Source: an optimization exercise on an open RTL-to-GDS flow (aim: small area). Production flows keep margins and buffers that such runs may drop. Only simulation tests tie the RTL to the original design; equivalence was not proved. Power and IR drop assume default switching activity.

==> flow/design.v, too long to show whole: its modules and the start of the top module <==
// module alu_top: 519 lines
// module alu_dec: 16 lines
// module alu_subdec: 3 lines
// module alu_pg: 5 lines
// module alu_xnor2: 3 lines
// module alu_o22ai: 3 lines
// module alu_nor2: 3 lines
// module alu_a21oi: 3 lines
// module alu_mux2: 3 lines
// module alu_xor2: 3 lines
// module alu_nand2: 3 lines
// module alu_a222oi: 3 lines
// module alu_a2bb2oi: 3 lines
// module alu_muxa: 3 lines
// module alu_muxo: 3 lines
// module alu_inv5: 3 lines
// module alu_inv1: 3 lines
// module alu_fin: 6 lines
// module alu_fin0: 5 lines
// module alu_o21ai: 3 lines
// module alu_finn: 6 lines
// module alu_bit0: 6 lines
// module alu_zero: 3 lines
module alu_top(
    input clk, clear,
    input [31:0]alu_in0, alu_in1,
    input [3:0]control_signal,
    output reg [31:0]alu_out,
    output zero_flag
    );
  // ...
==> flow/flow/run.sh <==
#!/bin/bash
# Layout flow: the standard flow, with these changes in how the layout is made:
#  - synthesis maps with an area-oriented ABC script (strash; dch -f; amap -m)
#    and leaves adders to ABC (no separate full/half adder cells),
#  - port buffers use sky130_fd_sc_hd__buf_1,
#  - CTS uses small clock buffers and no dummy loads.
# Each tool's output goes to a log file of its own in this folder.
set -uo pipefail
cp -r "$FLOW_HOME/scripts" scripts_mod
printf 'strash\ndch -f\namap -m\ntopo\n' > scripts_mod/abc_area.script
cp scripts_mod/abc_area.script scripts_mod/abc_speed.script
export BUFFER_PORTS_ARGS="-buffer_cell sky130_fd_sc_hd__buf_1"
export CTS_ARGS="-sink_clustering_enable -repair_clock_nets -dont_use_dummy_load -sink_clustering_size 32 -sink_clustering_max_diameter 300 -buf_list {sky130_fd_sc_hd__clkbuf_4}"
SCRIPTS_DIR="$PWD/scripts_mod" ADDER_MAP_FILE= bash standard.sh synth > synth.log 2>&1 || exit 1
bash standard.sh > layout.log 2>&1
==> flow/standard.sh <==
#!/bin/bash
# synth_recipe.tcl (not shown) runs the flow's synth.tcl, then flattens the netlist and writes it again
# the make line also repeats each setting of config.mk as NAME=value (left out here)
make -C /OpenROAD-flow-scripts/flow DESIGN_CONFIG=/design/flow/config.mk WORK_HOME=/design/flow/orfs CLKGATE_MAP_FILE= SYNTH_SCRIPT=/design/flow/synth_recipe.tcl "${@:-finish}"
==> flow/config.mk <==
export PLATFORM = sky130hd
export DESIGN_NAME = alu_top
export DESIGN_NICKNAME = alu_top
export VERILOG_FILES = /design/flow/design.v
export SDC_FILE = /design/flow/constraint.sdc
export NUM_CORES = 4
export LEC_CHECK = 0
export ABC_AREA = 1
export CAP_MARGIN = 10
export CORE_MARGIN = 2
export CORE_UTILIZATION = 40
export GPL_TIMING_DRIVEN = 0
export SLEW_MARGIN = 10
export SYNTH_HIERARCHICAL = 1
==> flow/constraint.sdc <==
create_clock -name core_clock -period 4.5 [get_ports {clk}]
set_input_delay 0.9000 -clock core_clock [delete_from_list [all_inputs] [get_ports {clk}]]
set_output_delay 0.9000 -clock core_clock [all_outputs]
set_load 0.01 [all_outputs]
==> results_dict.tcl, run 1 <==
set metrics [dict create \
    status "no timing/DRC/antenna violations" \
    clk_path_buf_depth 2 \
    pwr-share-seq_pct 30.1 \
    gp_congestion 0.953 \
    worstSetupPathType "input port to register" \
    utilization_pct 48.9 \
    fin_hold_ws_ps 675 \
    largest_class "multi-input combinational cells" \
    synth_warnings 7 \
    grt_pass1_wl_um 27400 \
    setup_violations 0 \
    fp.coreArea_um2 10300 \
    buffers 112 \
    layout_common_cells "118 x a21oi_1, 100 x o22ai_1, 98 x nor2_1" \
    cts_tree "built" \
    startpoint "control_signal[1]" \
    power_clock_mw 0.128 \
    fin_ws_ps 225 \
    cts.clk_slew.worst_paths_ps 80 \
    root_buffer "clkbuf_4" \
    grt_usage_pct 30.7 \
    nClkBuffers 5 \
    synth_mux_area_share_pct 0.267 \
    ctsResizeCount 19 \
    cp.depth 13 \
    antenna_found_initial 0 \
    irDropWorstVdd_mv 0.110 \
    global_route.usage.met2_pct 49.1 \
    slew_headroom_pct 31.4 \
    timing.final.hold_violations 0 \
    multi_input_cells 615 \
    grt_pass1_vias 5046 \
]
==> module alu_top, before the edit <==
module alu_top(
    input clk, clear,
    input [31:0]alu_in0, alu_in1,
    input [3:0]control_signal,
    output reg [31:0]alu_out,
    output zero_flag
    );
    wire [31:0] a = alu_in0;
    wire [31:0] b = alu_in1;
    wire sub, k_p, k_c, k_cn, k_g, k_gn, k_r, k_l, k_u, k_s, left, leftn, fill;
    alu_dec u_dec(.op(control_signal), .a31(a[31]), .sub(sub), .k_p(k_p),
        .k_c(k_c), .k_cn(k_cn), .k_g(k_g), .k_gn(k_gn), .k_r(k_r), .k_l(k_l),
        .k_u(k_u), .k_s(k_s), .left(left), .fill(fill));
    assign leftn = control_signal[1];
    wire [31:0] x, pn, gn;
    wire [32:0] c;
    alu_pg u_pg0(.a(a[0]), .b(b[0]), .sub(sub), .x(x[0]), .pn(pn[0]), .gn(gn[0]));
    alu_pg u_pg1(.a(a[1]), .b(b[1]), .sub(sub), .x(x[1]), .pn(pn[1]), .gn(gn[1]));
    alu_pg u_pg2(.a(a[2]), .b(b[2]), .sub(sub), .x(x[2]), .pn(pn[2]), .gn(gn[2]));
    alu_pg u_pg3(.a(a[3]), .b(b[3]), .sub(sub), .x(x[3]), .pn(pn[3]), .gn(gn[3]));
    alu_pg u_pg4(.a(a[4]), .b(b[4]), .sub(sub), .x(x[4]), .pn(pn[4]), .gn(gn[4]));
    alu_pg u_pg5(.a(a[5]), .b(b[5]), .sub(sub), .x(x[5]), .pn(pn[5]), .gn(gn[5]));
    alu_pg u_pg6(.a(a[6]), .b(b[6]), .sub(sub), .x(x[6]), .pn(pn[6]), .gn(gn[6]));
    alu_pg u_pg7(.a(a[7]), .b(b[7]), .sub(sub), .x(x[7]), .pn(pn[7]), .gn(gn[7]));
    alu_pg u_pg8(.a(a[8]), .b(b[8]), .sub(sub), .x(x[8]), .pn(pn[8]), .gn(gn[8]));
    alu_pg u_pg9(.a(a[9]), .b(b[9]), .sub(sub), .x(x[9]), .pn(pn[9]), .gn(gn[9]));
    alu_pg u_pg10(.a(a[10]), .b(b[10]), .sub(sub), .x(x[10]), .pn(pn[10]), .gn(gn[10]));
    alu_pg u_pg11(.a(a[11]), .b(b[11]), .sub(sub), .x(x[11]), .pn(pn[11]), .gn(gn[11]));
    alu_pg u_pg12(.a(a[12]), .b(b[12]), .sub(sub), .x(x[12]), .pn(pn[12]), .gn(gn[12]));
    alu_pg u_pg13(.a(a[13]), .b(b[13]), .sub(sub), .x(x[13]), .pn(pn[13]), .gn(gn[13]));
    alu_pg u_pg14(.a(a[14]), .b(b[14]), .sub(sub), .x(x[14]), .pn(pn[14]), .gn(gn[14]));
    alu_pg u_pg15(.a(a[15]), .b(b[15]), .sub(sub), .x(x[15]), .pn(pn[15]), .gn(gn[15]));
    alu_pg u_pg16(.a(a[16]), .b(b[16]), .sub(sub), .x(x[16]), .pn(pn[16]), .gn(gn[16]));
    alu_pg u_pg17(.a(a[17]), .b(b[17]), .sub(sub), .x(x[17]), .pn(pn[17]), .gn(gn[17]));
    alu_pg u_pg18(.a(a[18]), .b(b[18]), .sub(sub), .x(x[18]), .pn(pn[18]), .gn(gn[18]));
    alu_pg u_pg19(.a(a[19]), .b(b[19]), .sub(sub), .x(x[19]), .pn(pn[19]), .gn(gn[19]));
    alu_pg u_pg20(.a(a[20]), .b(b[20]), .sub(sub), .x(x[20]), .pn(pn[20]), .gn(gn[20]));
    alu_pg u_pg21(.a(a[21]), .b(b[21]), .sub(sub), .x(x[21]), .pn(pn[21]), .gn(gn[21]));
    alu_pg u_pg22(.a(a[22]), .b(b[22]), .sub(sub), .x(x[22]), .pn(pn[22]), .gn(gn[22]));
    alu_pg u_pg23(.a(a[23]), .b(b[23]), .sub(sub), .x(x[23]), .pn(pn[23]), .gn(gn[23]));
    alu_pg u_pg24(.a(a[24]), .b(b[24]), .sub(sub), .x(x[24]), .pn(pn[24]), .gn(gn[24]));
    alu_pg u_pg25(.a(a[25]), .b(b[25]), .sub(sub), .x(x[25]), .pn(pn[25]), .gn(gn[25]));
    alu_pg u_pg26(.a(a[26]), .b(b[26]), .sub(sub), .x(x[26]), .pn(pn[26]), .gn(gn[26]));
    alu_pg u_pg27(.a(a[27]), .b(b[27]), .sub(sub), .x(x[27]), .pn(pn[27]), .gn(gn[27]));
    alu_pg u_pg28(.a(a[28]), .b(b[28]), .sub(sub), .x(x[28]), .pn(pn[28]), .gn(gn[28]));
    alu_pg u_pg29(.a(a[29]), .b(b[29]), .sub(sub), .x(x[29]), .pn(pn[29]), .gn(gn[29]));
    alu_pg u_pg30(.a(a[30]), .b(b[30]), .sub(sub), .x(x[30]), .pn(pn[30]), .gn(gn[30]));
    alu_pg u_pg31(.a(a[31]), .b(b[31]), .sub(sub), .x(x[31]), .pn(pn[31]), .gn(gn[31]));
    assign c[0] = 1'b0;
    wire G1;
    alu_o21ai u_G1(.a1(pn[1]), .a2(gn[0]), .b1(gn[1]), .y(G1));
    wire G2;
    alu_o21ai u_G2(.a1(pn[3]), .a2(gn[2]), .b1(gn[3]), .y(G2));
    wire P3;
    alu_nor2 u_P3(.a(pn[3]), .b(pn[2]), .y(P3));
    wire G4;
    alu_o21ai u_G4(.a1(pn[5]), .a2(gn[4]), .b1(gn[5]), .y(G4));
    wire P5;
    alu_nor2 u_P5(.a(pn[5]), .b(pn[4]), .y(P5));
    wire G6;
    alu_o21ai u_G6(.a1(pn[7]), .a2(gn[6]), .b1(gn[7]), .y(G6));
    wire P7;
    alu_nor2 u_P7(.a(pn[7]), .b(pn[6]), .y(P7));
    wire G8;
    alu_o21ai u_G8(.a1(pn[9]), .a2(gn[8]), .b1(gn[9]), .y(G8));
    wire P9;
    alu_nor2 u_P9(.a(pn[9]), .b(pn[8]), .y(P9));
    wire G10;
    alu_o21ai u_G10(.a1(pn[11]), .a2(gn[10]), .b1(gn[11]), .y(G10));
    wire P11;
    alu_nor2 u_P11(.a(pn[11]), .b(pn[10]), .y(P11));
    wire G12;
    alu_o21ai u_G12(.a1(pn[13]), .a2(gn[12]), .b1(gn[13]), .y(G12));
    wire P13;
    alu_nor2 u_P13(.a(pn[13]), .b(pn[12]), .y(P13));
    wire G14;
    alu_o21ai u_G14(.a1(pn[15]), .a2(gn[14]), .b1(gn[15]), .y(G14));
    wire P15;
    alu_nor2 u_P15(.a(pn[15]), .b(pn[14]), .y(P15));
    wire G16;
    alu_o21ai u_G16(.a1(pn[17]), .a2(gn[16]), .b1(gn[17]), .y(G16));
    wire P17;
    alu_nor2 u_P17(.a(pn[17]), .b(pn[16]), .y(P17));
    wire G18;
    alu_o21ai u_G18(.a1(pn[19]), .a2(gn[18]), .b1(gn[19]), .y(G18));
    wire P19;
    alu_nor2 u_P19(.a(pn[19]), .b(pn[18]), .y(P19));
    wire G20;
    alu_o21ai u_G20(.a1(pn[21]), .a2(gn[20]), .b1(gn[21]), .y(G20));
    wire P21;
    alu_nor2 u_P21(.a(pn[21]), .b(pn[20]), .y(P21));
    wire G22;
    alu_o21ai u_G22(.a1(pn[23]), .a2(gn[22]), .b1(gn[23]), .y(G22));
    wire P23;
    alu_nor2 u_P23(.a(pn[23]), .b(pn[22]), .y(P23));
    wire G24;
    alu_o21ai u_G24(.a1(pn[25]), .a2(gn[24]), .b1(gn[25]), .y(G24));
    wire P25;
    alu_nor2 u_P25(.a(pn[25]), .b(pn[24]), .y(P25));
    wire G26;
    alu_o21ai u_G26(.a1(pn[27]), .a2(gn[26]), .b1(gn[27]), .y(G26));
    wire P27;
    alu_nor2 u_P27(.a(pn[27]), .b(pn[26]), .y(P27));
    wire G28;
    alu_o21ai u_G28(.a1(pn[29]), .a2(gn[28]), .b1(gn[29]), .y(G28));
    wire P29;
    alu_nor2 u_P29(.a(pn[29]), .b(pn[28]), .y(P29));
    wire G30;
    alu_o21ai u_G30(.a1(pn[31]), .a2(gn[30]), .b1(gn[31]), .y(G30));
    wire P31;
    alu_nor2 u_P31(.a(pn[31]), .b(pn[30]), .y(P31));
    wire G32;
    alu_a21oi u_G32(.a1(P3), .a2(G1), .b1(G2), .y(G32));
    wire G33;
    alu_a21oi u_G33(.a1(P7), .a2(G4), .b1(G6), .y(G33));
    wire P34;
    alu_nand2 u_P34(.a(P7), .b(P5), .y(P34));
    wire G35;
    alu_a21oi u_G35(.a1(P11), .a2(G8), .b1(G10), .y(G35));
    wire P36;
    alu_nand2 u_P36(.a(P11), .b(P9), .y(P36));
    wire G37;
    alu_a21oi u_G37(.a1(P15), .a2(G12), .b1(G14), .y(G37));
    wire P38;
    alu_nand2 u_P38(.a(P15), .b(P13), .y(P38));
    wire G39;
    alu_a21oi u_G39(.a1(P19), .a2(G16), .b1(G18), .y(G39));
    wire P40;
    alu_nand2 u_P40(.a(P19), .b(P17), .y(P40));
    wire G41;
    alu_a21oi u_G41(.a1(P23), .a2(G20), .b1(G22), .y(G41));
    wire P42;
    alu_nand2 u_P42(.a(P23), .b(P21), .y(P42));
    wire G43;
    alu_a21oi u_G43(.a1(P27), .a2(G24), .b1(G26), .y(G43));
    wire P44;
    alu_nand2 u_P44(.a(P27), .b(P25), .y(P44));
    wire G45;
    alu_a21oi u_G45(.a1(P31), .a2(G28), .b1(G30), .y(G45));
    wire P46;
    alu_nand2 u_P46(.a(P31), .b(P29), .y(P46));
    wire G47;
    alu_o21ai u_G47(.a1(P34), .a2(G32), .b1(G33), .y(G47));
    wire G48;
    alu_o21ai u_G48(.a1(P38), .a2(G35), .b1(G37), .y(G48));
    wire P49;
    alu_nor2 u_P49(.a(P38), .b(P36), .y(P49));
    wire G50;
    alu_o21ai u_G50(.a1(P42), .a2(G39), .b1(G41), .y(G50));
    wire P51;
    alu_nor2 u_P51(.a(P42), .b(P40), .y(P51));
    wire G52;
    alu_o21ai u_G52(.a1(P46), .a2(G43), .b1(G45), .y(G52));
    wire P53;
    alu_nor2 u_P53(.a(P46), .b(P44), .y(P53));
    wire G54;
    alu_a21oi u_G54(.a1(P49), .a2(G47), .b1(G48), .y(G54));
    wire G55;
    alu_a21oi u_G55(.a1(P53), .a2(G50), .b1(G52), .y(G55));
    wire P56;
    alu_nand2 u_P56(.a(P53), .b(P51), .y(P56));
    wire G57;
    alu_o21ai u_G57(.a1(P56), .a2(G54), .b1(G55), .y(G57));
    wire ni58;
    alu_inv1 u_ni58(.a(G54), .y(ni58));
    wire G59;
    alu_a21oi u_G59(.a1(P51), .a2(ni58), .b1(G50), .y(G59));
    wire ni60;
    alu_inv1 u_ni60(.a(G47), .y(ni60));
    wire G61;
    alu_o21ai u_G61(.a1(P36), .a2(ni60), .b1(G35), .y(G61));
    wire G62;
    alu_o21ai u_G62(.a1(P40), .a2(G54), .b1(G39), .y(G62));
    wire G63;
    alu_o21ai u_G63(.a1(P44), .a2(G59), .b1(G43), .y(G63));
    wire ni64;
    alu_inv1 u_ni64(.a(G32), .y(ni64));
    wire G65;
    alu_a21oi u_G65(.a1(P5), .a2(ni64), .b1(G4), .y(G65));
    wire G66;
    alu_a21oi u_G66(.a1(P9), .a2(G47), .b1(G8), .y(G66));
    wire G67;
    alu_a21oi u_G67(.a1(P13), .a2(G61), .b1(G12), .y(G67));
    wire G68;
    alu_a21oi u_G68(.a1(P17), .a2(ni58), .b1(G16), .y(G68));
    wire G69;
    alu_a21oi u_G69(.a1(P21), .a2(G62), .b1(G20), .y(G69));
    wire ni70;
    alu_inv1 u_ni70(.a(G59), .y(ni70));
    wire G71;
    alu_a21oi u_G71(.a1(P25), .a2(ni70), .b1(G24), .y(G71));
    wire G72;
    alu_a21oi u_G72(.a1(P29), .a2(G63), .b1(G28), .y(G72));
    wire ni73;
    alu_inv1 u_ni73(.a(G1), .y(ni73));
    wire G74;
    alu_o21ai u_G74(.a1(pn[2]), .a2(ni73), .b1(gn[2]), .y(G74));
    wire G75;
    alu_o21ai u_G75(.a1(pn[4]), .a2(G32), .b1(gn[4]), .y(G75));
    wire G76;
    alu_o21ai u_G76(.a1(pn[6]), .a2(G65), .b1(gn[6]), .y(G76));
    wire G77;
    alu_o21ai u_G77(.a1(pn[8]), .a2(ni60), .b1(gn[8]), .y(G77));
    wire G78;
    alu_o21ai u_G78(.a1(pn[10]), .a2(G66), .b1(gn[10]), .y(G78));
    wire ni79;
    alu_inv1 u_ni79(.a(G61), .y(ni79));
    wire G80;
    alu_o21ai u_G80(.a1(pn[12]), .a2(ni79), .b1(gn[12]), .y(G80));
    wire G81;
    alu_o21ai u_G81(.a1(pn[14]), .a2(G67), .b1(gn[14]), .y(G81));
    wire G82;
    alu_o21ai u_G82(.a1(pn[16]), .a2(G54), .b1(gn[16]), .y(G82));
    wire G83;
    alu_o21ai u_G83(.a1(pn[18]), .a2(G68), .b1(gn[18]), .y(G83));
    wire ni84;
    alu_inv1 u_ni84(.a(G62), .y(ni84));
    wire G85;
    alu_o21ai u_G85(.a1(pn[20]), .a2(ni84), .b1(gn[20]), .y(G85));
    wire G86;
    alu_o21ai u_G86(.a1(pn[22]), .a2(G69), .b1(gn[22]), .y(G86));
    wire G87;
    alu_o21ai u_G87(.a1(pn[24]), .a2(G59), .b1(gn[24]), .y(G87));
    wire G88;
    alu_o21ai u_G88(.a1(pn[26]), .a2(G71), .b1(gn[26]), .y(G88));
    wire ni89;
    alu_inv1 u_ni89(.a(G63), .y(ni89));
    wire G90;
    alu_o21ai u_G90(.a1(pn[28]), .a2(ni89), .b1(gn[28]), .y(G90));
    wire G91;
    alu_o21ai u_G91(.a1(pn[30]), .a2(G72), .b1(gn[30]), .y(G91));
    assign c[1] = gn[0];
    assign c[2] = G1;
    assign c[3] = G74;
    assign c[4] = G32;
    assign c[5] = G75;
    assign c[6] = G65;
    assign c[7] = G76;
    assign c[8] = G47;
    assign c[9] = G77;
    assign c[10] = G66;
    assign c[11] = G78;
    assign c[12] = G61;
    assign c[13] = G80;
    assign c[14] = G67;
    assign c[15] = G81;
    assign c[16] = G54;
    assign c[17] = G82;
    assign c[18] = G68;
    assign c[19] = G83;
    assign c[20] = G62;
    assign c[21] = G85;
    assign c[22] = G69;
    assign c[23] = G86;
    assign c[24] = G59;
    assign c[25] = G87;
    assign c[26] = G71;
    assign c[27] = G88;
    assign c[28] = G63;
    assign c[29] = G90;
    assign c[30] = G72;
    assign c[31] = G91;
    assign c[32] = G57;
    wire [31:0] s0;
    alu_muxa u_rv0(.d0(a[0]), .d1(a[31]), .s(left), .sn(leftn), .yn(s0[0]));
    alu_muxa u_rv1(.d0(a[1]), .d1(a[30]), .s(left), .sn(leftn), .yn(s0[1]));
    alu_muxa u_rv2(.d0(a[2]), .d1(a[29]), .s(left), .sn(leftn), .yn(s0[2]));
    alu_muxa u_rv3(.d0(a[3]), .d1(a[28]), .s(left), .sn(leftn), .yn(s0[3]));
    alu_muxa u_rv4(.d0(a[4]), .d1(a[27]), .s(left), .sn(leftn), .yn(s0[4]));
    alu_muxa u_rv5(.d0(a[5]), .d1(a[26]), .s(left), .sn(leftn), .yn(s0[5]));
    alu_muxa u_rv6(.d0(a[6]), .d1(a[25]), .s(left), .sn(leftn), .yn(s0[6]));
    alu_muxa u_rv7(.d0(a[7]), .d1(a[24]), .s(left), .sn(leftn), .yn(s0[7]));
    alu_muxa u_rv8(.d0(a[8]), .d1(a[23]), .s(left), .sn(leftn), .yn(s0[8]));
    alu_muxa u_rv9(.d0(a[9]), .d1(a[22]), .s(left), .sn(leftn), .yn(s0[9]));
    alu_muxa u_rv10(.d0(a[10]), .d1(a[21]), .s(left), .sn(leftn), .yn(s0[10]));
    alu_muxa u_rv11(.d0(a[11]), .d1(a[20]), .s(left), .sn(leftn), .yn(s0[11]));
    alu_muxa u_rv12(.d0(a[12]), .d1(a[19]), .s(left), .sn(leftn), .yn(s0[12]));
    alu_muxa u_rv13(.d0(a[13]), .d1(a[18]), .s(left), .sn(leftn), .yn(s0[13]));
    alu_muxa u_rv14(.d0(a[14]), .d1(a[17]), .s(left), .sn(leftn), .yn(s0[14]));
    alu_muxa u_rv15(.d0(a[15]), .d1(a[16]), .s(left), .sn(leftn), .yn(s0[15]));
    alu_muxa u_rv16(.d0(a[16]), .d1(a[15]), .s(left), .sn(leftn), .yn(s0[16]));
    alu_muxa u_rv17(.d0(a[17]), .d1(a[14]), .s(left), .sn(leftn), .yn(s0[17]));
    alu_muxa u_rv18(.d0(a[18]), .d1(a[13]), .s(left), .sn(leftn), .yn(s0[18]));
    alu_muxa u_rv19(.d0(a[19]), .d1(a[12]), .s(left), .sn(leftn), .yn(s0[19]));
    alu_muxa u_rv20(.d0(a[20]), .d1(a[11]), .s(left), .sn(leftn), .yn(s0[20]));
    alu_muxa u_rv21(.d0(a[21]), .d1(a[10]), .s(left), .sn(leftn), .yn(s0[21]));
    alu_muxa u_rv22(.d0(a[22]), .d1(a[9]), .s(left), .sn(leftn), .yn(s0[22]));
    alu_muxa u_rv23(.d0(a[23]), .d1(a[8]), .s(left), .sn(leftn), .yn(s0[23]));
    alu_muxa u_rv24(.d0(a[24]), .d1(a[7]), .s(left), .sn(leftn), .yn(s0[24]));
    alu_muxa u_rv25(.d0(a[25]), .d1(a[6]), .s(left), .sn(leftn), .yn(s0[25]));
    alu_muxa u_rv26(.d0(a[26]), .d1(a[5]), .s(left), .sn(leftn), .yn(s0[26]));
    alu_muxa u_rv27(.d0(a[27]), .d1(a[4]), .s(left), .sn(leftn), .yn(s0[27]));
    alu_muxa u_rv28(.d0(a[28]), .d1(a[3]), .s(left), .sn(leftn), .yn(s0[28]));
    alu_muxa u_rv29(.d0(a[29]), .d1(a[2]), .s(left), .sn(leftn), .yn(s0[29]));
    alu_muxa u_rv30(.d0(a[30]), .d1(a[1]), .s(left), .sn(leftn), .yn(s0[30]));
    alu_muxa u_rv31(.d0(a[31]), .d1(a[0]), .s(left), .sn(leftn), .yn(s0[31]));
    wire [4:0] sh = b[4:0];
    wire [4:0] shn;
    alu_inv5 u_shn(.a(sh), .y(shn));
    wire filln;
    alu_inv1 u_filln(.a(fill), .y(filln));
    wire [31:0] s1;
    wire q0;
    alu_nor2 u_q0(.a(shn[0]), .b(fill), .y(q0));
    alu_muxo u_s0_0(.d0n(s0[0]), .d1n(s0[1]), .s(sh[0]), .sn(shn[0]), .y(s1[0]));
    alu_muxo u_s0_1(.d0n(s0[1]), .d1n(s0[2]), .s(sh[0]), .sn(shn[0]), .y(s1[1]));
    alu_muxo u_s0_2(.d0n(s0[2]), .d1n(s0[3]), .s(sh[0]), .sn(shn[0]), .y(s1[2]));
    alu_muxo u_s0_3(.d0n(s0[3]), .d1n(s0[4]), .s(sh[0]), .sn(shn[0]), .y(s1[3]));
    alu_muxo u_s0_4(.d0n(s0[4]), .d1n(s0[5]), .s(sh[0]), .sn(shn[0]), .y(s1[4]));
    alu_muxo u_s0_5(.d0n(s0[5]), .d1n(s0[6]), .s(sh[0]), .sn(shn[0]), .y(s1[5]));
    alu_muxo u_s0_6(.d0n(s0[6]), .d1n(s0[7]), .s(sh[0]), .sn(shn[0]), .y(s1[6]));
    alu_muxo u_s0_7(.d0n(s0[7]), .d1n(s0[8]), .s(sh[0]), .sn(shn[0]), .y(s1[7]));
    alu_muxo u_s0_8(.d0n(s0[8]), .d1n(s0[9]), .s(sh[0]), .sn(shn[0]), .y(s1[8]));
    alu_muxo u_s0_9(.d0n(s0[9]), .d1n(s0[10]), .s(sh[0]), .sn(shn[0]), .y(s1[9]));
    alu_muxo u_s0_10(.d0n(s0[10]), .d1n(s0[11]), .s(sh[0]), .sn(shn[0]), .y(s1[10]));
    alu_muxo u_s0_11(.d0n(s0[11]), .d1n(s0[12]), .s(sh[0]), .sn(shn[0]), .y(s1[11]));
    alu_muxo u_s0_12(.d0n(s0[12]), .d1n(s0[13]), .s(sh[0]), .sn(shn[0]), .y(s1[12]));
    alu_muxo u_s0_13(.d0n(s0[13]), .d1n(s0[14]), .s(sh[0]), .sn(shn[0]), .y(s1[13]));
    alu_muxo u_s0_14(.d0n(s0[14]), .d1n(s0[15]), .s(sh[0]), .sn(shn[0]), .y(s1[14]));
    alu_muxo u_s0_15(.d0n(s0[15]), .d1n(s0[16]), .s(sh[0]), .sn(shn[0]), .y(s1[15]));
    alu_muxo u_s0_16(.d0n(s0[16]), .d1n(s0[17]), .s(sh[0]), .sn(shn[0]), .y(s1[16]));
    alu_muxo u_s0_17(.d0n(s0[17]), .d1n(s0[18]), .s(sh[0]), .sn(shn[0]), .y(s1[17]));
    alu_muxo u_s0_18(.d0n(s0[18]), .d1n(s0[19]), .s(sh[0]), .sn(shn[0]), .y(s1[18]));
    alu_muxo u_s0_19(.d0n(s0[19]), .d1n(s0[20]), .s(sh[0]), .sn(shn[0]), .y(s1[19]));
    alu_muxo u_s0_20(.d0n(s0[20]), .d1n(s0[21]), .s(sh[0]), .sn(shn[0]), .y(s1[20]));
    alu_muxo u_s0_21(.d0n(s0[21]), .d1n(s0[22]), .s(sh[0]), .sn(shn[0]), .y(s1[21]));
    alu_muxo u_s0_22(.d0n(s0[22]), .d1n(s0[23]), .s(sh[0]), .sn(shn[0]), .y(s1[22]));
    alu_muxo u_s0_23(.d0n(s0[23]), .d1n(s0[24]), .s(sh[0]), .sn(shn[0]), .y(s1[23]));
    alu_muxo u_s0_24(.d0n(s0[24]), .d1n(s0[25]), .s(sh[0]), .sn(shn[0]), .y(s1[24]));
    alu_muxo u_s0_25(.d0n(s0[25]), .d1n(s0[26]), .s(sh[0]), .sn(shn[0]), .y(s1[25]));
    alu_muxo u_s0_26(.d0n(s0[26]), .d1n(s0[27]), .s(sh[0]), .sn(shn[0]), .y(s1[26]));
    alu_muxo u_s0_27(.d0n(s0[27]), .d1n(s0[28]), .s(sh[0]), .sn(shn[0]), .y(s1[27]));
    alu_muxo u_s0_28(.d0n(s0[28]), .d1n(s0[29]), .s(sh[0]), .sn(shn[0]), .y(s1[28]));
    alu_muxo u_s0_29(.d0n(s0[29]), .d1n(s0[30]), .s(sh[0]), .sn(shn[0]), .y(s1[29]));
    alu_muxo u_s0_30(.d0n(s0[30]), .d1n(s0[31]), .s(sh[0]), .sn(shn[0]), .y(s1[30]));
    alu_a21oi u_s0_31(.a1(shn[0]), .a2(s0[31]), .b1(q0), .y(s1[31]));
    wire [31:0] s2;
    wire q1;
    alu_nor2 u_q1(.a(shn[4]), .b(filln), .y(q1));
    alu_muxa u_s1_0(.d0(s1[0]), .d1(s1[16]), .s(sh[4]), .sn(shn[4]), .yn(s2[0]));
    alu_muxa u_s1_1(.d0(s1[1]), .d1(s1[17]), .s(sh[4]), .sn(shn[4]), .yn(s2[1]));
    alu_muxa u_s1_2(.d0(s1[2]), .d1(s1[18]), .s(sh[4]), .sn(shn[4]), .yn(s2[2]));
    alu_muxa u_s1_3(.d0(s1[3]), .d1(s1[19]), .s(sh[4]), .sn(shn[4]), .yn(s2[3]));
    alu_muxa u_s1_4(.d0(s1[4]), .d1(s1[20]), .s(sh[4]), .sn(shn[4]), .yn(s2[4]));
    alu_muxa u_s1_5(.d0(s1[5]), .d1(s1[21]), .s(sh[4]), .sn(shn[4]), .yn(s2[5]));
    alu_muxa u_s1_6(.d0(s1[6]), .d1(s1[22]), .s(sh[4]), .sn(shn[4]), .yn(s2[6]));
    alu_muxa u_s1_7(.d0(s1[7]), .d1(s1[23]), .s(sh[4]), .sn(shn[4]), .yn(s2[7]));
    alu_muxa u_s1_8(.d0(s1[8]), .d1(s1[24]), .s(sh[4]), .sn(shn[4]), .yn(s2[8]));
    alu_muxa u_s1_9(.d0(s1[9]), .d1(s1[25]), .s(sh[4]), .sn(shn[4]), .yn(s2[9]));
    alu_muxa u_s1_10(.d0(s1[10]), .d1(s1[26]), .s(sh[4]), .sn(shn[4]), .yn(s2[10]));
    alu_muxa u_s1_11(.d0(s1[11]), .d1(s1[27]), .s(sh[4]), .sn(shn[4]), .yn(s2[11]));
    alu_muxa u_s1_12(.d0(s1[12]), .d1(s1[28]), .s(sh[4]), .sn(shn[4]), .yn(s2[12]));
    alu_muxa u_s1_13(.d0(s1[13]), .d1(s1[29]), .s(sh[4]), .sn(shn[4]), .yn(s2[13]));
    alu_muxa u_s1_14(.d0(s1[14]), .d1(s1[30]), .s(sh[4]), .sn(shn[4]), .yn(s2[14]));
    alu_muxa u_s1_15(.d0(s1[15]), .d1(s1[31]), .s(sh[4]), .sn(shn[4]), .yn(s2[15]));
    alu_a21oi u_s1_16(.a1(shn[4]), .a2(s1[16]), .b1(q1), .y(s2[16]));
    alu_a21oi u_s1_17(.a1(shn[4]), .a2(s1[17]), .b1(q1), .y(s2[17]));
    alu_a21oi u_s1_18(.a1(shn[4]), .a2(s1[18]), .b1(q1), .y(s2[18]));
    alu_a21oi u_s1_19(.a1(shn[4]), .a2(s1[19]), .b1(q1), .y(s2[19]));
    alu_a21oi u_s1_20(.a1(shn[4]), .a2(s1[20]), .b1(q1), .y(s2[20]));
    alu_a21oi u_s1_21(.a1(shn[4]), .a2(s1[21]), .b1(q1), .y(s2[21]));
    alu_a21oi u_s1_22(.a1(shn[4]), .a2(s1[22]), .b1(q1), .y(s2[22]));
    alu_a21oi u_s1_23(.a1(shn[4]), .a2(s1[23]), .b1(q1), .y(s2[23]));
    alu_a21oi u_s1_24(.a1(shn[4]), .a2(s1[24]), .b1(q1), .y(s2[24]));
    alu_a21oi u_s1_25(.a1(shn[4]), .a2(s1[25]), .b1(q1), .y(s2[25]));
    alu_a21oi u_s1_26(.a1(shn[4]), .a2(s1[26]), .b1(q1), .y(s2[26]));
    alu_a21oi u_s1_27(.a1(shn[4]), .a2(s1[27]), .b1(q1), .y(s2[27]));
    alu_a21oi u_s1_28(.a1(shn[4]), .a2(s1[28]), .b1(q1), .y(s2[28]));
    alu_a21oi u_s1_29(.a1(shn[4]), .a2(s1[29]), .b1(q1), .y(s2[29]));
    alu_a21oi u_s1_30(.a1(shn[4]), .a2(s1[30]), .b1(q1), .y(s2[30]));
    alu_a21oi u_s1_31(.a1(shn[4]), .a2(s1[31]), .b1(q1), .y(s2[31]));
    wire [31:0] s3;
    wire q2;
    alu_nor2 u_q2(.a(shn[1]), .b(fill), .y(q2));
    alu_muxo u_s2_0(.d0n(s2[0]), .d1n(s2[2]), .s(sh[1]), .sn(shn[1]), .y(s3[0]));
    alu_muxo u_s2_1(.d0n(s2[1]), .d1n(s2[3]), .s(sh[1]), .sn(shn[1]), .y(s3[1]));
    alu_muxo u_s2_2(.d0n(s2[2]), .d1n(s2[4]), .s(sh[1]), .sn(shn[1]), .y(s3[2]));
    alu_muxo u_s2_3(.d0n(s2[3]), .d1n(s2[5]), .s(sh[1]), .sn(shn[1]), .y(s3[3]));
    alu_muxo u_s2_4(.d0n(s2[4]), .d1n(s2[6]), .s(sh[1]), .sn(shn[1]), .y(s3[4]));
    alu_muxo u_s2_5(.d0n(s2[5]), .d1n(s2[7]), .s(sh[1]), .sn(shn[1]), .y(s3[5]));
    alu_muxo u_s2_6(.d0n(s2[6]), .d1n(s2[8]), .s(sh[1]), .sn(shn[1]), .y(s3[6]));
    alu_muxo u_s2_7(.d0n(s2[7]), .d1n(s2[9]), .s(sh[1]), .sn(shn[1]), .y(s3[7]));
    alu_muxo u_s2_8(.d0n(s2[8]), .d1n(s2[10]), .s(sh[1]), .sn(shn[1]), .y(s3[8]));
    alu_muxo u_s2_9(.d0n(s2[9]), .d1n(s2[11]), .s(sh[1]), .sn(shn[1]), .y(s3[9]));
    alu_muxo u_s2_10(.d0n(s2[10]), .d1n(s2[12]), .s(sh[1]), .sn(shn[1]), .y(s3[10]));
    alu_muxo u_s2_11(.d0n(s2[11]), .d1n(s2[13]), .s(sh[1]), .sn(shn[1]), .y(s3[11]));
    alu_muxo u_s2_12(.d0n(s2[12]), .d1n(s2[14]), .s(sh[1]), .sn(shn[1]), .y(s3[12]));
    alu_muxo u_s2_13(.d0n(s2[13]), .d1n(s2[15]), .s(sh[1]), .sn(shn[1]), .y(s3[13]));
    alu_muxo u_s2_14(.d0n(s2[14]), .d1n(s2[16]), .s(sh[1]), .sn(shn[1]), .y(s3[14]));
    alu_muxo u_s2_15(.d0n(s2[15]), .d1n(s2[17]), .s(sh[1]), .sn(shn[1]), .y(s3[15]));
    alu_muxo u_s2_16(.d0n(s2[16]), .d1n(s2[18]), .s(sh[1]), .sn(shn[1]), .y(s3[16]));
    alu_muxo u_s2_17(.d0n(s2[17]), .d1n(s2[19]), .s(sh[1]), .sn(shn[1]), .y(s3[17]));
    alu_muxo u_s2_18(.d0n(s2[18]), .d1n(s2[20]), .s(sh[1]), .sn(shn[1]), .y(s3[18]));
    alu_muxo u_s2_19(.d0n(s2[19]), .d1n(s2[21]), .s(sh[1]), .sn(shn[1]), .y(s3[19]));
    alu_muxo u_s2_20(.d0n(s2[20]), .d1n(s2[22]), .s(sh[1]), .sn(shn[1]), .y(s3[20]));
    alu_muxo u_s2_21(.d0n(s2[21]), .d1n(s2[23]), .s(sh[1]), .sn(shn[1]), .y(s3[21]));
    alu_muxo u_s2_22(.d0n(s2[22]), .d1n(s2[24]), .s(sh[1]), .sn(shn[1]), .y(s3[22]));
    alu_muxo u_s2_23(.d0n(s2[23]), .d1n(s2[25]), .s(sh[1]), .sn(shn[1]), .y(s3[23]));
    alu_muxo u_s2_24(.d0n(s2[24]), .d1n(s2[26]), .s(sh[1]), .sn(shn[1]), .y(s3[24]));
    alu_muxo u_s2_25(.d0n(s2[25]), .d1n(s2[27]), .s(sh[1]), .sn(shn[1]), .y(s3[25]));
    alu_muxo u_s2_26(.d0n(s2[26]), .d1n(s2[28]), .s(sh[1]), .sn(shn[1]), .y(s3[26]));
    alu_muxo u_s2_27(.d0n(s2[27]), .d1n(s2[29]), .s(sh[1]), .sn(shn[1]), .y(s3[27]));
    alu_muxo u_s2_28(.d0n(s2[28]), .d1n(s2[30]), .s(sh[1]), .sn(shn[1]), .y(s3[28]));
    alu_muxo u_s2_29(.d0n(s2[29]), .d1n(s2[31]), .s(sh[1]), .sn(shn[1]), .y(s3[29]));
    alu_a21oi u_s2_30(.a1(shn[1]), .a2(s2[30]), .b1(q2), .y(s3[30]));
    alu_a21oi u_s2_31(.a1(shn[1]), .a2(s2[31]), .b1(q2), .y(s3[31]));
    wire [31:0] s4;
    wire q3;
    alu_nor2 u_q3(.a(shn[3]), .b(filln), .y(q3));
    alu_muxa u_s3_0(.d0(s3[0]), .d1(s3[8]), .s(sh[3]), .sn(shn[3]), .yn(s4[0]));
    alu_muxa u_s3_1(.d0(s3[1]), .d1(s3[9]), .s(sh[3]), .sn(shn[3]), .yn(s4[1]));
    alu_muxa u_s3_2(.d0(s3[2]), .d1(s3[10]), .s(sh[3]), .sn(shn[3]), .yn(s4[2]));
    alu_muxa u_s3_3(.d0(s3[3]), .d1(s3[11]), .s(sh[3]), .sn(shn[3]), .yn(s4[3]));
    alu_muxa u_s3_4(.d0(s3[4]), .d1(s3[12]), .s(sh[3]), .sn(shn[3]), .yn(s4[4]));
    alu_muxa u_s3_5(.d0(s3[5]), .d1(s3[13]), .s(sh[3]), .sn(shn[3]), .yn(s4[5]));
    alu_muxa u_s3_6(.d0(s3[6]), .d1(s3[14]), .s(sh[3]), .sn(shn[3]), .yn(s4[6]));
    alu_muxa u_s3_7(.d0(s3[7]), .d1(s3[15]), .s(sh[3]), .sn(shn[3]), .yn(s4[7]));
    alu_muxa u_s3_8(.d0(s3[8]), .d1(s3[16]), .s(sh[3]), .sn(shn[3]), .yn(s4[8]));
    alu_muxa u_s3_9(.d0(s3[9]), .d1(s3[17]), .s(sh[3]), .sn(shn[3]), .yn(s4[9]));
    alu_muxa u_s3_10(.d0(s3[10]), .d1(s3[18]), .s(sh[3]), .sn(shn[3]), .yn(s4[10]));
    alu_muxa u_s3_11(.d0(s3[11]), .d1(s3[19]), .s(sh[3]), .sn(shn[3]), .yn(s4[11]));
    alu_muxa u_s3_12(.d0(s3[12]), .d1(s3[20]), .s(sh[3]), .sn(shn[3]), .yn(s4[12]));
    alu_muxa u_s3_13(.d0(s3[13]), .d1(s3[21]), .s(sh[3]), .sn(shn[3]), .yn(s4[13]));
    alu_muxa u_s3_14(.d0(s3[14]), .d1(s3[22]), .s(sh[3]), .sn(shn[3]), .yn(s4[14]));
    alu_muxa u_s3_15(.d0(s3[15]), .d1(s3[23]), .s(sh[3]), .sn(shn[3]), .yn(s4[15]));
    alu_muxa u_s3_16(.d0(s3[16]), .d1(s3[24]), .s(sh[3]), .sn(shn[3]), .yn(s4[16]));
    alu_muxa u_s3_17(.d0(s3[17]), .d1(s3[25]), .s(sh[3]), .sn(shn[3]), .yn(s4[17]));
    alu_muxa u_s3_18(.d0(s3[18]), .d1(s3[26]), .s(sh[3]), .sn(shn[3]), .yn(s4[18]));
    alu_muxa u_s3_19(.d0(s3[19]), .d1(s3[27]), .s(sh[3]), .sn(shn[3]), .yn(s4[19]));
    alu_muxa u_s3_20(.d0(s3[20]), .d1(s3[28]), .s(sh[3]), .sn(shn[3]), .yn(s4[20]));
    alu_muxa u_s3_21(.d0(s3[21]), .d1(s3[29]), .s(sh[3]), .sn(shn[3]), .yn(s4[21]));
    alu_muxa u_s3_22(.d0(s3[22]), .d1(s3[30]), .s(sh[3]), .sn(shn[3]), .yn(s4[22]));
    alu_muxa u_s3_23(.d0(s3[23]), .d1(s3[31]), .s(sh[3]), .sn(shn[3]), .yn(s4[23]));
    alu_a21oi u_s3_24(.a1(shn[3]), .a2(s3[24]), .b1(q3), .y(s4[24]));
    alu_a21oi u_s3_25(.a1(shn[3]), .a2(s3[25]), .b1(q3), .y(s4[25]));
    alu_a21oi u_s3_26(.a1(shn[3]), .a2(s3[26]), .b1(q3), .y(s4[26]));
    alu_a21oi u_s3_27(.a1(shn[3]), .a2(s3[27]), .b1(q3), .y(s4[27]));
    alu_a21oi u_s3_28(.a1(shn[3]), .a2(s3[28]), .b1(q3), .y(s4[28]));
    alu_a21oi u_s3_29(.a1(shn[3]), .a2(s3[29]), .b1(q3), .y(s4[29]));
    alu_a21oi u_s3_30(.a1(shn[3]), .a2(s3[30]), .b1(q3), .y(s4[30]));
    alu_a21oi u_s3_31(.a1(shn[3]), .a2(s3[31]), .b1(q3), .y(s4[31]));
    wire [31:0] s5;
    wire q4;
    alu_nor2 u_q4(.a(shn[2]), .b(fill), .y(q4));
    alu_muxo u_s4_0(.d0n(s4[0]), .d1n(s4[4]), .s(sh[2]), .sn(shn[2]), .y(s5[0]));
    alu_muxo u_s4_1(.d0n(s4[1]), .d1n(s4[5]), .s(sh[2]), .sn(shn[2]), .y(s5[1]));
    alu_muxo u_s4_2(.d0n(s4[2]), .d1n(s4[6]), .s(sh[2]), .sn(shn[2]), .y(s5[2]));
    alu_muxo u_s4_3(.d0n(s4[3]), .d1n(s4[7]), .s(sh[2]), .sn(shn[2]), .y(s5[3]));
    alu_muxo u_s4_4(.d0n(s4[4]), .d1n(s4[8]), .s(sh[2]), .sn(shn[2]), .y(s5[4]));
    alu_muxo u_s4_5(.d0n(s4[5]), .d1n(s4[9]), .s(sh[2]), .sn(shn[2]), .y(s5[5]));
    alu_muxo u_s4_6(.d0n(s4[6]), .d1n(s4[10]), .s(sh[2]), .sn(shn[2]), .y(s5[6]));
    alu_muxo u_s4_7(.d0n(s4[7]), .d1n(s4[11]), .s(sh[2]), .sn(shn[2]), .y(s5[7]));
    alu_muxo u_s4_8(.d0n(s4[8]), .d1n(s4[12]), .s(sh[2]), .sn(shn[2]), .y(s5[8]));
    alu_muxo u_s4_9(.d0n(s4[9]), .d1n(s4[13]), .s(sh[2]), .sn(shn[2]), .y(s5[9]));
    alu_muxo u_s4_10(.d0n(s4[10]), .d1n(s4[14]), .s(sh[2]), .sn(shn[2]), .y(s5[10]));
    alu_muxo u_s4_11(.d0n(s4[11]), .d1n(s4[15]), .s(sh[2]), .sn(shn[2]), .y(s5[11]));
    alu_muxo u_s4_12(.d0n(s4[12]), .d1n(s4[16]), .s(sh[2]), .sn(shn[2]), .y(s5[12]));
    alu_muxo u_s4_13(.d0n(s4[13]), .d1n(s4[17]), .s(sh[2]), .sn(shn[2]), .y(s5[13]));
    alu_muxo u_s4_14(.d0n(s4[14]), .d1n(s4[18]), .s(sh[2]), .sn(shn[2]), .y(s5[14]));
    alu_muxo u_s4_15(.d0n(s4[15]), .d1n(s4[19]), .s(sh[2]), .sn(shn[2]), .y(s5[15]));
    alu_muxo u_s4_16(.d0n(s4[16]), .d1n(s4[20]), .s(sh[2]), .sn(shn[2]), .y(s5[16]));
    alu_muxo u_s4_17(.d0n(s4[17]), .d1n(s4[21]), .s(sh[2]), .sn(shn[2]), .y(s5[17]));
    alu_muxo u_s4_18(.d0n(s4[18]), .d1n(s4[22]), .s(sh[2]), .sn(shn[2]), .y(s5[18]));
    alu_muxo u_s4_19(.d0n(s4[19]), .d1n(s4[23]), .s(sh[2]), .sn(shn[2]), .y(s5[19]));
    alu_muxo u_s4_20(.d0n(s4[20]), .d1n(s4[24]), .s(sh[2]), .sn(shn[2]), .y(s5[20]));
    alu_muxo u_s4_21(.d0n(s4[21]), .d1n(s4[25]), .s(sh[2]), .sn(shn[2]), .y(s5[21]));
    alu_muxo u_s4_22(.d0n(s4[22]), .d1n(s4[26]), .s(sh[2]), .sn(shn[2]), .y(s5[22]));
    alu_muxo u_s4_23(.d0n(s4[23]), .d1n(s4[27]), .s(sh[2]), .sn(shn[2]), .y(s5[23]));
    alu_muxo u_s4_24(.d0n(s4[24]), .d1n(s4[28]), .s(sh[2]), .sn(shn[2]), .y(s5[24]));
    alu_muxo u_s4_25(.d0n(s4[25]), .d1n(s4[29]), .s(sh[2]), .sn(shn[2]), .y(s5[25]));
    alu_muxo u_s4_26(.d0n(s4[26]), .d1n(s4[30]), .s(sh[2]), .sn(shn[2]), .y(s5[26]));
    alu_muxo u_s4_27(.d0n(s4[27]), .d1n(s4[31]), .s(sh[2]), .sn(shn[2]), .y(s5[27]));
    alu_a21oi u_s4_28(.a1(shn[2]), .a2(s4[28]), .b1(q4), .y(s5[28]));
    alu_a21oi u_s4_29(.a1(shn[2]), .a2(s4[29]), .b1(q4), .y(s5[29]));
    alu_a21oi u_s4_30(.a1(shn[2]), .a2(s4[30]), .b1(q4), .y(s5[30]));
    alu_a21oi u_s4_31(.a1(shn[2]), .a2(s4[31]), .b1(q4), .y(s5[31]));
    wire [31:0] res;
    wire f0;
    alu_bit0 u_bit0(.f(f0), .x31(x[31]), .c32(c[32]), .k_u(k_u), .k_s(k_s), .y(res[0]));
    alu_fin0 u_fin0(.x(x[0]), .gn(gn[0]), .sr(s5[0]), .sl(s5[31]), .k_p(k_p), .k_g(k_g), .k_r(k_r), .k_l(k_l), .y(f0));
    alu_finn u_fin1(.x(x[1]), .cn(c[1]), .gn(gn[1]), .sr(s5[1]), .sl(s5[30]), .k_p(k_p), .k_cn(k_cn), .k_gn(k_gn), .k_r(k_r), .k_l(k_l), .y(res[1]));
    alu_fin u_fin2(.x(x[2]), .c(c[2]), .gn(gn[2]), .sr(s5[2]), .sl(s5[29]), .k_p(k_p), .k_c(k_c), .k_gn(k_gn), .k_r(k_r), .k_l(k_l), .y(res[2]));
    alu_fin u_fin3(.x(x[3]), .c(c[3]), .gn(gn[3]), .sr(s5[3]), .sl(s5[28]), .k_p(k_p), .k_c(k_c), .k_gn(k_gn), .k_r(k_r), .k_l(k_l), .y(res[3]));
    alu_finn u_fin4(.x(x[4]), .cn(c[4]), .gn(gn[4]), .sr(s5[4]), .sl(s5[27]), .k_p(k_p), .k_cn(k_cn), .k_gn(k_gn), .k_r(k_r), .k_l(k_l), .y(res[4]));
    alu_fin u_fin5(.x(x[5]), .c(c[5]), .gn(gn[5]), .sr(s5[5]), .sl(s5[26]), .k_p(k_p), .k_c(k_c), .k_gn(k_gn), .k_r(k_r), .k_l(k_l), .y(res[5]));
    alu_finn u_fin6(.x(x[6]), .cn(c[6]), .gn(gn[6]), .sr(s5[6]), .sl(s5[25]), .k_p(k_p), .k_cn(k_cn), .k_gn(k_gn), .k_r(k_r), .k_l(k_l), .y(res[6]));
    alu_fin u_fin7(.x(x[7]), .c(c[7]), .gn(gn[7]), .sr(s5[7]), .sl(s5[24]), .k_p(k_p), .k_c(k_c), .k_gn(k_gn), .k_r(k_r), .k_l(k_l), .y(res[7]));
    alu_fin u_fin8(.x(x[8]), .c(c[8]), .gn(gn[8]), .sr(s5[8]), .sl(s5[23]), .k_p(k_p), .k_c(k_c), .k_gn(k_gn), .k_r(k_r), .k_l(k_l), .y(res[8]));
    alu_fin u_fin9(.x(x[9]), .c(c[9]), .gn(gn[9]), .sr(s5[9]), .sl(s5[22]), .k_p(k_p), .k_c(k_c), .k_gn(k_gn), .k_r(k_r), .k_l(k_l), .y(res[9]));
    alu_finn u_fin10(.x(x[10]), .cn(c[10]), .gn(gn[10]), .sr(s5[10]), .sl(s5[21]), .k_p(k_p), .k_cn(k_cn), .k_gn(k_gn), .k_r(k_r), .k_l(k_l), .y(res[10]));
    alu_fin u_fin11(.x(x[11]), .c(c[11]), .gn(gn[11]), .sr(s5[11]), .sl(s5[20]), .k_p(k_p), .k_c(k_c), .k_gn(k_gn), .k_r(k_r), .k_l(k_l), .y(res[11]));
    alu_fin u_fin12(.x(x[12]), .c(c[12]), .gn(gn[12]), .sr(s5[12]), .sl(s5[19]), .k_p(k_p), .k_c(k_c), .k_gn(k_gn), .k_r(k_r), .k_l(k_l), .y(res[12]));
    alu_fin u_fin13(.x(x[13]), .c(c[13]), .gn(gn[13]), .sr(s5[13]), .sl(s5[18]), .k_p(k_p), .k_c(k_c), .k_gn(k_gn), .k_r(k_r), .k_l(k_l), .y(res[13]));
    alu_finn u_fin14(.x(x[14]), .cn(c[14]), .gn(gn[14]), .sr(s5[14]), .sl(s5[17]), .k_p(k_p), .k_cn(k_cn), .k_gn(k_gn), .k_r(k_r), .k_l(k_l), .y(res[14]));
    alu_fin u_fin15(.x(x[15]), .c(c[15]), .gn(gn[15]), .sr(s5[15]), .sl(s5[16]), .k_p(k_p), .k_c(k_c), .k_gn(k_gn), .k_r(k_r), .k_l(k_l), .y(res[15]));
    alu_finn u_fin16(.x(x[16]), .cn(c[16]), .gn(gn[16]), .sr(s5[16]), .sl(s5[15]), .k_p(k_p), .k_cn(k_cn), .k_gn(k_gn), .k_r(k_r), .k_l(k_l), .y(res[16]));
    alu_fin u_fin17(.x(x[17]), .c(c[17]), .gn(gn[17]), .sr(s5[17]), .sl(s5[14]), .k_p(k_p), .k_c(k_c), .k_gn(k_gn), .k_r(k_r), .k_l(k_l), .y(res[17]));
    alu_finn u_fin18(.x(x[18]), .cn(c[18]), .gn(gn[18]), .sr(s5[18]), .sl(s5[13]), .k_p(k_p), .k_cn(k_cn), .k_gn(k_gn), .k_r(k_r), .k_l(k_l), .y(res[18]));
    alu_fin u_fin19(.x(x[19]), .c(c[19]), .gn(gn[19]), .sr(s5[19]), .sl(s5[12]), .k_p(k_p), .k_c(k_c), .k_gn(k_gn), .k_r(k_r), .k_l(k_l), .y(res[19]));
    alu_fin u_fin20(.x(x[20]), .c(c[20]), .gn(gn[20]), .sr(s5[20]), .sl(s5[11]), .k_p(k_p), .k_c(k_c), .k_gn(k_gn), .k_r(k_r), .k_l(k_l), .y(res[20]));
    alu_fin u_fin21(.x(x[21]), .c(c[21]), .gn(gn[21]), .sr(s5[21]), .sl(s5[10]), .k_p(k_p), .k_c(k_c), .k_gn(k_gn), .k_r(k_r), .k_l(k_l), .y(res[21]));
    alu_finn u_fin22(.x(x[22]), .cn(c[22]), .gn(gn[22]), .sr(s5[22]), .sl(s5[9]), .k_p(k_p), .k_cn(k_cn), .k_gn(k_gn), .k_r(k_r), .k_l(k_l), .y(res[22]));
    alu_fin u_fin23(.x(x[23]), .c(c[23]), .gn(gn[23]), .sr(s5[23]), .sl(s5[8]), .k_p(k_p), .k_c(k_c), .k_gn(k_gn), .k_r(k_r), .k_l(k_l), .y(res[23]));
    alu_finn u_fin24(.x(x[24]), .cn(c[24]), .gn(gn[24]), .sr(s5[24]), .sl(s5[7]), .k_p(k_p), .k_cn(k_cn), .k_gn(k_gn), .k_r(k_r), .k_l(k_l), .y(res[24]));
    alu_fin u_fin25(.x(x[25]), .c(c[25]), .gn(gn[25]), .sr(s5[25]), .sl(s5[6]), .k_p(k_p), .k_c(k_c), .k_gn(k_gn), .k_r(k_r), .k_l(k_l), .y(res[25]));
    alu_finn u_fin26(.x(x[26]), .cn(c[26]), .gn(gn[26]), .sr(s5[26]), .sl(s5[5]), .k_p(k_p), .k_cn(k_cn), .k_gn(k_gn), .k_r(k_r), .k_l(k_l), .y(res[26]));
    alu_fin u_fin27(.x(x[27]), .c(c[27]), .gn(gn[27]), .sr(s5[27]), .sl(s5[4]), .k_p(k_p), .k_c(k_c), .k_gn(k_gn), .k_r(k_r), .k_l(k_l), .y(res[27]));
    alu_fin u_fin28(.x(x[28]), .c(c[28]), .gn(gn[28]), .sr(s5[28]), .sl(s5[3]), .k_p(k_p), .k_c(k_c), .k_gn(k_gn), .k_r(k_r), .k_l(k_l), .y(res[28]));
    alu_fin u_fin29(.x(x[29]), .c(c[29]), .gn(gn[29]), .sr(s5[29]), .sl(s5[2]), .k_p(k_p), .k_c(k_c), .k_gn(k_gn), .k_r(k_r), .k_l(k_l), .y(res[29]));
    alu_finn u_fin30(.x(x[30]), .cn(c[30]), .gn(gn[30]), .sr(s5[30]), .sl(s5[1]), .k_p(k_p), .k_cn(k_cn), .k_gn(k_gn), .k_r(k_r), .k_l(k_l), .y(res[30]));
    alu_fin u_fin31(.x(x[31]), .c(c[31]), .gn(gn[31]), .sr(s5[31]), .sl(s5[0]), .k_p(k_p), .k_c(k_c), .k_gn(k_gn), .k_r(k_r), .k_l(k_l), .y(res[31]));
    alu_zero u_zero(.x(alu_out), .z(zero_flag));
    always @(posedge clk or posedge clear) begin
        if (clear)
            alu_out <= 32'b0;
        else
            alu_out <= res;
    end
endmodule
==> module alu_dec, before the edit <==
module alu_dec(input [3:0] op, input a31, output sub, k_p, k_c, k_cn, k_g, k_gn,
               output k_r, k_l, k_u, k_s, left, fill);
    wire lo = ~op[3];
    alu_subdec u_sub(.op(op), .sub(sub));                             
    assign k_c = lo & ~op[2] & ~op[1];                                
    assign k_cn = ~k_c;
    assign k_gn = ~k_g;
    assign k_g = lo & ~op[2] & op[1];                                 
    assign k_p = lo & ((~op[2] & ~op[1]) | (~op[2] & op[0]) | (op[2] & ~op[1] & ~op[0]));  
    assign k_r = lo & op[2] & op[1];                                  
    assign k_l = lo & op[2] & ~op[1] & op[0];                         
    assign k_u = op[3] & ~op[2] & ~op[1] & ~op[0];                    
    assign k_s = op[3] & ~op[2] & ~op[1] & op[0];                     
    assign left = ~op[1];                                             
    assign fill = op[1] & op[0] & a31;                                
endmodule
==> module alu_subdec, before the edit <==
module alu_subdec(input [3:0] op, output sub);
    assign sub = op[3] | (op[0] & ~op[1]);
endmodule
==> run 2: changes to the inputs <==
--- a/flow/design.v
+++ b/flow/design.v
@@ -9,7 +9,14 @@
     wire [31:0] b = alu_in1;
     wire sub, k_p, k_c, k_cn, k_g, k_gn, k_r, k_l, k_u, k_s, left, leftn, fill;
-    alu_dec u_dec(.op(control_signal), .a31(a[31]), .sub(sub), .k_p(k_p),
-        .k_c(k_c), .k_cn(k_cn), .k_g(k_g), .k_gn(k_gn), .k_r(k_r), .k_l(k_l),
+    wire subn, k_pn, k_rn, k_ln;
+    alu_dec u_dec(.op(control_signal), .a31(a[31]), .subn(subn), .k_pn(k_pn),
+        .k_cn(k_cn), .k_g(k_g), .k_rn(k_rn), .k_ln(k_ln),
         .k_u(k_u), .k_s(k_s), .left(left), .fill(fill));
+    alu_inv1 u_drv_sub(.a(subn), .y(sub));
+    alu_inv1 u_drv_p(.a(k_pn), .y(k_p));
+    alu_inv1 u_drv_c(.a(k_cn), .y(k_c));
+    alu_inv1 u_drv_g(.a(k_g), .y(k_gn));
+    alu_inv1 u_drv_r(.a(k_rn), .y(k_r));
+    alu_inv1 u_drv_l(.a(k_ln), .y(k_l));
     assign leftn = control_signal[1];
     wire [31:0] x, pn, gn;
@@ -518,15 +525,13 @@
     end
 endmodule
-module alu_dec(input [3:0] op, input a31, output sub, k_p, k_c, k_cn, k_g, k_gn,
-               output k_r, k_l, k_u, k_s, left, fill);
+module alu_dec(input [3:0] op, input a31, output subn, k_pn, k_cn, k_g,
+               output k_rn, k_ln, k_u, k_s, left, fill);
     wire lo = ~op[3];
-    alu_subdec u_sub(.op(op), .sub(sub));                             
-    assign k_c = lo & ~op[2] & ~op[1];                                
-    assign k_cn = ~k_c;
-    assign k_gn = ~k_g;
+    alu_subdec u_sub(.op(op), .subn(subn));                           
+    assign k_cn = ~(lo & ~op[2] & ~op[1]);                            
     assign k_g = lo & ~op[2] & op[1];                                 
-    assign k_p = lo & ((~op[2] & ~op[1]) | (~op[2] & op[0]) | (op[2] & ~op[1] & ~op[0]));  
-    assign k_r = lo & op[2] & op[1];                                  
-    assign k_l = lo & op[2] & ~op[1] & op[0];                         
+    assign k_pn = ~(lo & ((~op[2] & ~op[1]) | (~op[2] & op[0]) | (op[2] & ~op[1] & ~op[0])));  
+    assign k_rn = ~(lo & op[2] & op[1]);                              
+    assign k_ln = ~(lo & op[2] & ~op[1] & op[0]);                     
     assign k_u = op[3] & ~op[2] & ~op[1] & ~op[0];                    
     assign k_s = op[3] & ~op[2] & ~op[1] & op[0];                     
@@ -534,6 +539,6 @@
     assign fill = op[1] & op[0] & a31;                                
 endmodule
-module alu_subdec(input [3:0] op, output sub);
-    assign sub = op[3] | (op[0] & ~op[1]);
+module alu_subdec(input [3:0] op, output subn);
+    assign subn = ~(op[3] | (op[0] & ~op[1]));
 endmodule
 module alu_pg(input a, b, sub, output x, pn, gn);
--- a/flow/config.mk
+++ b/flow/config.mk
@@ -9,6 +9,7 @@
 export CAP_MARGIN = 10
 export CORE_MARGIN = 2
-export CORE_UTILIZATION = 40
+export CORE_UTILIZATION = 50
 export GPL_TIMING_DRIVEN = 0
+export PLACE_DENSITY = 0.65
 export SLEW_MARGIN = 10
 export SYNTH_HIERARCHICAL = 1
==> results_dict.tcl, run 2 <==
set metrics [dict create \
    path_cells "buf_6, clkinv_1, a21oi_4, inv_8, nand2_1, o21ai_0, nand2_1, o21ai_0, a21oi_2, o21ai_2, a21oi_4, clkinv_1, a21oi_2, o21ai_1, a21oi_1, o21ai_0, a21oi_1, nor2_1, a21oi_1" \
    fin_crit_ps 4120 \
    root_buffer "clkbuf_4" \
    critPathBufInv 4 \
    synth.yosys.seq_area_share_pct 18.9 \
    diodes 0 \
    antenna_found_initial 0 \
    slew_headroom_pct 26.4 \
    fp.dieH_um 96.1 \
    largest_reg_flops 32 \
    dieArea_um2 9230 \
    cp.arrival_ps 4380 \
    power_leakage_nw 1.63 \
    finalWirelength_um 17600 \
    syn_inst 672 \
    hold_path.class "input port to async pin" \
    drive_gt1_share_pct 3.07 \
    hpwl_um 12900 \
    cp_slowest_cell "a21oi_4" \
    grt_max_degree 38 \
    grt_pass1_vias 5298 \
    nets 853 \
    cts_setup_buffers 0 \
    clk_path_buf_depth 2 \
    cts.clk_slew.worst_paths_ps 100 \
    synthToLayoutAreaGrowth_pct 15.4 \
    drcViolationCount 0 \
    top_register "alu_out" \
    firstDrtPassIters 13 \
    syn_area_um2 4240 \
    synth_most_common_cell "a21oi_1" \
    clock.fmax_mhz 243 \
    worstSetupPathType "input port to register" \
    worstMarginPinSlew_ps 1100 \
    numClockSinks 32 \
    portBuffers 102 \
    status "no timing/DRC/antenna violations" \
    cts_tree "built" \
    cts_buffers 5 \
    setup_violations 0 \
    synthDistinctLibCells 19 \
    rsz0062_at_grt "no" \
    htreeDepth 2 \
    drt_iter0_drc 935 \
    avgSynthCellArea_um2 6.30 \
    layout_commonest_cell "a21oi_1" \
    synth_edf_count 0 \
    wl_per_cell_um 19.8 \
    end_kind "register" \
    synth_warnings 7 \
    drv_cap 0 \
    setup.worst_path.start_class "input port" \
    synth_top_area_share_pct 18.9 \
    timing.final.hold_violations 0 \
    ys_seq_elements 32 \
    cp.required_ps 4760 \
    overflow 0 \
    synthFlopType "dfrtp_1" \
    slew_viol_final 0 \
    top_regs "alu_out: 32 flops" \
    synth_area_leaders "dfrtp_1 19%, o22ai_1 15%, a21oi_1 15%" \
    p_per_area_nw_per_um2 234 \
    synth_nets 742 \
    synthTopCellsByCount "123 x a21oi_1, 100 x o22ai_1, 99 x nor2_1" \
    pre_cts_slack_ps -1520 \
    fp.coreArea_um2 8220 \
    worstPathMaxFanout 37 \
    grt_pass1_wl_um 26600 \
    cts-hold-fix-buffers 0 \
    layout_common_cells "119 x a21oi_1, 100 x o22ai_1, 98 x nor2_1" \
    gp_congestion 1.02 \
    num_vias 6287 \
    routed_via_density 7.10 \
    rows 33 \
    period_share_pct 91.6 \
    async_reset_ff_share_pct 100 \
    yosys.area.top_type "dfrtp_1" \
    ant_nets 0 \
    irDropWorstVdd_mv 0.147 \
    grt_usage_pct 37.5 \
    critPathTopFamily "compound AO/OA/AOI/OAI gates" \
    power_mw 1.15 \
    ioPinCount 103 \
    die_width_um 96.1 \
    fin_ws_ps 377 \
    start_util_pct 51.6 \
    slowest_delay_ps 300 \
]
run 2: cell families after synthesis:
kind of cell / Yosys count / synth area share, %
AOI/OAI and AO/OA: 413 / 59.8
and+or+nand+nor: 200 / 18.7
buffers and inverters: 26 / 2.30
muxes: 1 / 0.266
DFF: 32 / 18.9
run 2: worst paths after layout:
kind | start | end | cells after the start
worst min-delay path | clear | alu_out[26]$_DFF_PP0_ | 2
min in group core_clock | alu_in1[14] | alu_out[14]$_DFF_PP0_ | 5
max in group asynchronous | clear | alu_out[10]$_DFF_PP0_ | 2
worst max-delay path | control_signal[1] | alu_out[31]$_DFF_PP0_ | 19
run 2: timing repair:
action                                  in CTS  in global routing
endpoints found under the hold margin        0                  0
gates resized for setup                     15                 13
cloned                                       1                  0
endpoints found under the setup margin      31                 10
pin swaps                                    0                  1
run 2: modules after synthesis (local to each module, per instance), excerpt:
module / area, um^2 / flip-flops and latches
alu_inv5: 18.8 / 0
alu_inv1: 3.75 / 0
alu_a2bb2oi: 8.76 / 0
alu_xor2: 8.76 / 0
alu_top: 805 / 32
alu_o21ai: 5.00 / 0
alu_dec: 65.1 / 0
run 2: report_power, final:
group	internal, mW	leakage, nW	switching (mW)
combinational	0.201	1.19	0.451
clock	0.0523	0.0230	0.0974
sequential	0.323	0.413	0.0193
total	0.577	1.63	0.568
run 2: metrics by stage:
step           TNS, ps  hold slack, ps  util, %  area (um^2)  std cells
2_1_floorplan        0             879        -         4240        672
3_3_place_gp    -59030            1060     57.8         4750        879
3_5_place_dp    -25970            1100     58.0         4770        880
4_1_cts              0             741     59.0         4850        886
5_1_grt              0             717     59.5         4890        886
6_report             0             659     59.5         4890        886
run 2: layout make-up:
class | instances | area (um^2)
multi-input combinational | 614 | 3380
fill | 856 | 3330
sequential | 32 | 801
timing repair buffer | 103 | 419
tap | 105 | 131
inverter | 26 | 113
clock buffer | 5 | 37.5
timing repair inverter | 1 | 6.26
run 2: metal layers:
layer  vias to the layer above  wire length [um]  share of wire, %  GRT usage [%]
li1                       2949                 -                 -              -
met1                      2786              7100                40           51.5
met2                       492              7520                43           57.3
met3                        60              2270                13           6.89
met4                         0               674               3.8           15.8
met5                         -                 0                 0              0

-- static timing again, ports no longer ideal --
The flow's constraints put no driver on any port. The routed layouts listed below were extracted and timed again, unchanged, in two steps. Step 1, drivers: a clkbuf_16 drives clk and a buf_2 each remaining input, both assumed. Step 2 times the ports against the registers' clock, not the clock port: input delays grow and output delays shrink by t, the midpoint of the rising clock arrivals with the driver on. a / b / c = ideal ports / drivers / drivers and shift; a / b = the first two.
run	t, ns	slack for setup (ns)	worst setup path after step 2
run 1	0.326	0.225 / 0.228 / -0.098	input to register
run 2	0.353	0.377 / 0.367 / 0.014	input to register
Met with ideal ports but missed after step 2: setup timing in run 1. The setup slack of run 2, which loses most, moves by -0.010 ns with the drivers and by -0.363 ns with both steps.
